This design comes from an exercise in tuning for small area on the open sky130 flow, not from production work.
Where RTL was checked, it was by simulation tests only, not by an equivalence proof against the original.
Power and IR drop assume default switching activity.

==> inputs of sierra <==
==> flow/design.v (excerpt) <==
module riscv_core(
    input  logic        clk,
    input  logic        reset,           
    output logic [31:0] imem_addr,
    input  logic [31:0] imem_rdata,
    output logic [31:0] dmem_addr,
    output logic        dmem_re,
    input  logic [31:0] dmem_rdata,
    output logic        dmem_we,
    output logic [31:0] dmem_wdata,
    output logic        wb_en,
    output logic [4:0]  wb_addr,
    output logic [31:0] wb_data
);
logic [31:0] ins;
assign ins = imem_rdata;
logic [2:0] f3;
logic [4:0] rs1, rs2, rd;
assign f3  = ins[14:12];
assign rs1 = ins[19:15];
assign rs2 = ins[24:20];
assign rd  = ins[11:7];
logic is_r, is_i, is_ld, is_st, is_jal;
assign is_r   = ins[6:0] == 7'b0110011;
assign is_i   = ins[6:0] == 7'b0010011;
assign is_ld  = ins[6:0] == 7'b0000011;
assign is_st  = ins[6:0] == 7'b0100011;
assign is_jal = ins[6:0] == 7'b1101111;
logic [31:1] pc, pc4;
logic [31:0] sum;
pc_inc inc (.pc(pc), .pc4(pc4));
always_ff @(posedge clk or posedge reset) begin
    if (reset) pc <= '0;
    else       pc <= is_jal ? sum[31:1] : pc4;
end
  ...
Settings: LEC_CHECK=0, CAP_MARGIN=0, CORE_MARGIN=2, CORE_UTILIZATION=50, CTS_BUF_LIST=sky130_fd_sc_hd__clkbuf_16, CTS_CLUSTER_DIAMETER=80, CTS_CLUSTER_SIZE=30, PLACE_DENSITY=0.6, SETUP_SLACK_MARGIN=0, SLEW_MARGIN=0, SYNTH_HIERARCHICAL=1; clock period 16.0 ns.
run.sh (not shown) runs the stock make flow with config.mk's settings and CLKGATE_MAP_FILE= SYNTH_SCRIPT=/design/flow/synth_recipe.tcl, a recipe that flattens the netlist after the stock synthesis.
==> harbor: changes against sierra <==
--- a/flow/design.v
+++ b/flow/design.v
@@ -1,17 +1,20 @@
 module mux2n(input logic a0, input logic a1, input logic s, output logic y);
 assign y = ~(s ? a1 : a0);
 endmodule
 module alu(
     input  logic [31:0] a,
     input  logic [31:0] b,
     input  logic        sub,
     input  logic [2:0]  f3,
-    input  logic        arith,
+    input  logic        arith,     
+    input  logic        c_sum, c_shl, c_shr, c_p, c_g, c_slt, c_sltu, c_ld, c_pc,
+    input  logic [31:0] ld,        
+    input  logic [31:0] pc4,       
     output logic [31:0] sum,
     output logic [31:0] res
 );
 logic [31:0] bx, p, g;
 logic [32:0] c;
 logic [7:0]  G, P;
 assign bx = b ^ {32{sub}};
 assign p = a ^ bx;
@@ -46,25 +49,19 @@
         end else begin : fl
             mux2n m (.a0(d[j][k]), .a1(fp), .s(b[j]), .y(d[j+1][k]));
         end
     end
 end
 logic [31:0] shr, shl;
 assign shr = d[5];
 always_comb for (int k = 0; k < 32; k++) shl[k] = shr[31 - k];
-logic c_sum, c_shl, c_shr, c_p, c_g;
-assign c_sum = f3 == 3'b000;
-assign c_shl = f3 == 3'b001;
-assign c_shr = f3 == 3'b101;
-assign c_p   = f3 == 3'b100 || f3 == 3'b110;
-assign c_g   = f3 == 3'b110 || f3 == 3'b111;
 assign res = ({32{c_sum}} & sum) | ({32{c_shl}} & shl) | ({32{c_shr}} & shr) |
-             ({32{c_p}} & p) | ({32{c_g}} & g) |
-             {31'd0, (f3 == 3'b010 && slt) || (f3 == 3'b011 && sltu)};
+             ({32{c_p}} & p) | ({32{c_g}} & g) | ({32{c_ld}} & ld) | ({32{c_pc}} & pc4) |
+             {31'd0, (c_slt && slt) || (c_sltu && sltu)};
 endmodule
 module ao222n(
     input  logic a0, b0, a1, b1, a2, b2,
     output logic y
 );
 assign y = ~((a0 & b0) | (a1 & b1) | (a2 & b2));
 endmodule
 module ao22n(
@@ -91,41 +88,57 @@
 );
 assign y = ~(a & b);
 endmodule
 module or4m(
     input  logic a, b, c, d,
     output logic y
 );
 assign y = a | b | c | d;
+endmodule
+module or3m(
+    input  logic a, b, c,
+    output logic y
+);
+assign y = a | b | c;
 endmodule
 module rf_read_tree(
     input  logic [10:0] n,
     input  logic        e,
     output logic        y
 );
 logic t0, t1, t2;
 nand4m m0 (.a(n[0]), .b(n[1]), .c(n[2]), .d(n[3]), .y(t0));
 nand4m m1 (.a(n[4]), .b(n[5]), .c(n[6]), .d(n[7]), .y(t1));
 nand3m m2 (.a(n[8]), .b(n[9]), .c(n[10]), .y(t2));
 or4m   m3 (.a(t0), .b(t1), .c(t2), .d(e), .y(y));
 endmodule
+module rf_read_tree3(
+    input  logic [10:0] n,
+    output logic        y
+);
+logic t0, t1, t2;
+nand4m m0 (.a(n[0]), .b(n[1]), .c(n[2]), .d(n[3]), .y(t0));
+nand4m m1 (.a(n[4]), .b(n[5]), .c(n[6]), .d(n[7]), .y(t1));
+nand3m m2 (.a(n[8]), .b(n[9]), .c(n[10]), .y(t2));
+or3m   m3 (.a(t0), .b(t1), .c(t2), .y(y));
+endmodule
 module rf_read_bit_a(
     input  logic [31:0] d,
     input  logic [31:0] s,
     input  logic        e,
     output logic        y
 );
 logic [10:0] n;
 for (genvar i = 0; i < 10; i++) begin : g
     ao222n m (.a0(d[3*i]), .b0(s[3*i]), .a1(d[3*i+1]), .b1(s[3*i+1]),
               .a2(d[3*i+2]), .b2(s[3*i+2]), .y(n[i]));
 end
-ao22n m10 (.a0(d[30]), .b0(s[30]), .a1(d[31]), .b1(s[31]), .y(n[10]));
-rf_read_tree t (.n(n), .e(e), .y(y));
+ao222n m10 (.a0(d[30]), .b0(s[30]), .a1(d[31]), .b1(s[31]), .a2(e), .b2(e), .y(n[10]));
+rf_read_tree3 t (.n(n), .y(y));
 endmodule
 module rf_read_bit_b(
     input  logic [31:1] d,
     input  logic [31:1] s,
     input  logic        e,
     output logic        y
 );
 logic [10:0] n;
@@ -198,20 +211,20 @@
 end
 always_ff @(posedge clk or posedge reset) begin
     if (reset) vld <= '0;
     else       vld <= vld | wsel;
 end
 logic [31:0] sa;
 logic [31:1] sb, ua, ub;
 always_comb begin
-    sa[0] = is_jal;
+    sa[0] = ins[2];
     for (int i = 1; i < 32; i++) begin
-        sa[i] = !is_jal && rs1 == i && vld[i];
-        ua[i] = !is_jal && rs1 == i && !vld[i];
+        sa[i] = !ins[2] && rs1 == i && vld[i];
+        ua[i] = !ins[2] && rs1 == i && !vld[i];
         sb[i] = rs2 == i && vld[i];
         ub[i] = rs2 == i && !vld[i];
     end
 end
 logic [31:0] ea, eb;
 assign ea = {{27{ua[5]}}, ua[4] | ua[5] | ua[7], 1'b0, ua[2] | ua[7], ua[1] | ua[2], ua[2]};
 assign eb = {{27{ub[5]}}, ub[4] | ub[5] | ub[7], 1'b0, ub[2] | ub[7], ub[1] | ub[2], ub[2]};
 logic [31:0] ra, rb;
@@ -219,34 +232,43 @@
     logic [31:1] col;
     for (genvar j = 1; j < 32; j++) begin : g_col
         assign col[j] = rf[j][k];
     end
     rf_read_bit_a rda (.d({col, imem_addr[k]}), .s(sa), .e(ea[k]), .y(ra[k]));
     rf_read_bit_b rdb (.d(col), .s(sb), .e(eb[k]), .y(rb[k]));
 end
 logic [31:0] opb;
-assign opb = is_r   ? rb :
-             is_st  ? {{20{ins[31]}}, ins[31:25], ins[11:7]} :
-             is_jal ? {{12{ins[31]}}, ins[19:12], ins[20], ins[30:21], 1'b0} :
-                      {{20{ins[31]}}, ins[31:20]};
+assign opb = ins[2]            ? {{12{ins[31]}}, ins[19:12], ins[20], ins[30:21], 1'b0} :
+             !ins[5]           ? {{20{ins[31]}}, ins[31:20]} :
+             ins[4]            ? rb :
+                                 {{20{ins[31]}}, ins[31:25], ins[11:7]};
 logic sub;
 assign sub = ins[4] && ((f3 == 3'b000 && ins[30] && ins[5]) || f3[2:1] == 2'b01);
-logic [31:0] alu_res;
-alu alu_i (.a(ra), .b(opb), .sub(sub), .f3(f3), .arith(ins[30]), .sum(sum), .res(alu_res));
+logic c_sum, c_shl, c_shr, c_p, c_g, c_slt, c_sltu, c_ld, c_pc;
+assign c_sum  = ins[4] && f3 == 3'b000;
+assign c_shl  = ins[4] && f3 == 3'b001;
+assign c_slt  = ins[4] && f3 == 3'b010;
+assign c_sltu = ins[4] && f3 == 3'b011;
+assign c_shr  = ins[4] && f3 == 3'b101;
+assign c_p    = ins[4] && (f3 == 3'b100 || f3 == 3'b110);
+assign c_g    = ins[4] && (f3 == 3'b110 || f3 == 3'b111);
+assign c_ld   = !ins[4] && !ins[2];
+assign c_pc   = !ins[4] && ins[2];
+logic [31:0] ld;
+alu alu_i (.a(ra), .b(opb), .sub(sub), .f3(f3), .arith(ins[30]),
+           .c_sum(c_sum), .c_shl(c_shl), .c_shr(c_shr), .c_p(c_p), .c_g(c_g),
+           .c_slt(c_slt), .c_sltu(c_sltu), .c_ld(c_ld), .c_pc(c_pc),
+           .ld(ld), .pc4({pc4, 1'b0}), .sum(sum), .res(wb_data));
 assign dmem_addr  = sum;
 assign dmem_re    = is_ld;
 assign dmem_we    = is_st && (sum != 32'd0) && !f3[2] && !(f3[1] && f3[0]);
 assign dmem_wdata = {rb[31:16] & {16{f3[1]}}, rb[15:8] & {8{f3[1] | f3[0]}}, rb[7:0]};
-logic [31:0] ld;
 logic        ld_sign;
 assign ld_sign = !f3[2] && (f3[0] ? dmem_rdata[15] : dmem_rdata[7]);
 assign ld = f3[1] ? dmem_rdata :
             f3[0] ? {{16{ld_sign}}, dmem_rdata[15:0]} :
                     {{24{ld_sign}}, dmem_rdata[7:0]};
 assign wb_addr = rd;
 assign wb_en   = (rd != 5'd0) &&
                  (is_r || is_i || is_jal ||
                   (is_ld && !(f3[1] && f3[0]) && !(f3[2] && f3[1])));
-assign wb_data = is_ld  ? ld :
-                 is_jal ? {pc4, 1'b0} :
-                          alu_res;
-endmodule
+endmodule
--- a/flow/config.mk
+++ b/flow/config.mk
@@ -7,11 +7,11 @@
 export LEC_CHECK = 0
 export CAP_MARGIN = 0
 export CORE_MARGIN = 2
 export CORE_UTILIZATION = 50
 export CTS_BUF_LIST = sky130_fd_sc_hd__clkbuf_16
 export CTS_CLUSTER_DIAMETER = 80
 export CTS_CLUSTER_SIZE = 30
 export PLACE_DENSITY = 0.6
-export SETUP_SLACK_MARGIN = 0
+export SETUP_SLACK_MARGIN = 0.2
 export SLEW_MARGIN = 0
 export SYNTH_HIERARCHICAL = 1
==> comparison <==
- Of sierra and harbor, sierra has the higher utilization (gap 0.20 points).
- Between harbor and sierra, the lower area after synthesis is in harbor (gap about 1.3%, measured against sierra).
- Against sierra, the final cell count of harbor is smaller by 4.5%.
- Against sierra, the sequential power of harbor is higher by about 3%.
- Sequential share of layout area: harbor is higher than sierra (1.1 points).
- Of harbor and sierra, sierra has the higher global-route usage (gap 0.097 points).
- Of harbor and sierra, harbor has the higher total power (gap about 10%, measured against sierra).
The RTL of sierra was laid out without a check of its function.

[afterwards: timing with drivers on the ports]
How much do the figures lean on ideal ports? The routed layouts below were timed once more, with nothing changed but the port constraints.
Step 1: set_driving_cell puts a clkbuf_16 on clk and a buf_2 on each other input, an assumption about the parent block.
Step 2 also shifts input and output timing later by t, the mid clock arrival at the registers, as if the neighbouring blocks saw the same clock.
Three values: ideal, step 1, step 2; two values: the first two.
| run | shift t [ns] | setup WS [ns] | worst setup path at the end |
|---|---|---|---|
| sierra | 0.763 | 0.187 / 0.163 / 0.163 | input to output |
| harbor | 0.732 | 0.232 / 0.197 / 0.197 | input to output |
After both steps every run listed still meets setup and hold. The setup slack of harbor, which loses most, moves by -0.035 ns with the drivers and by -0.035 ns with both steps.
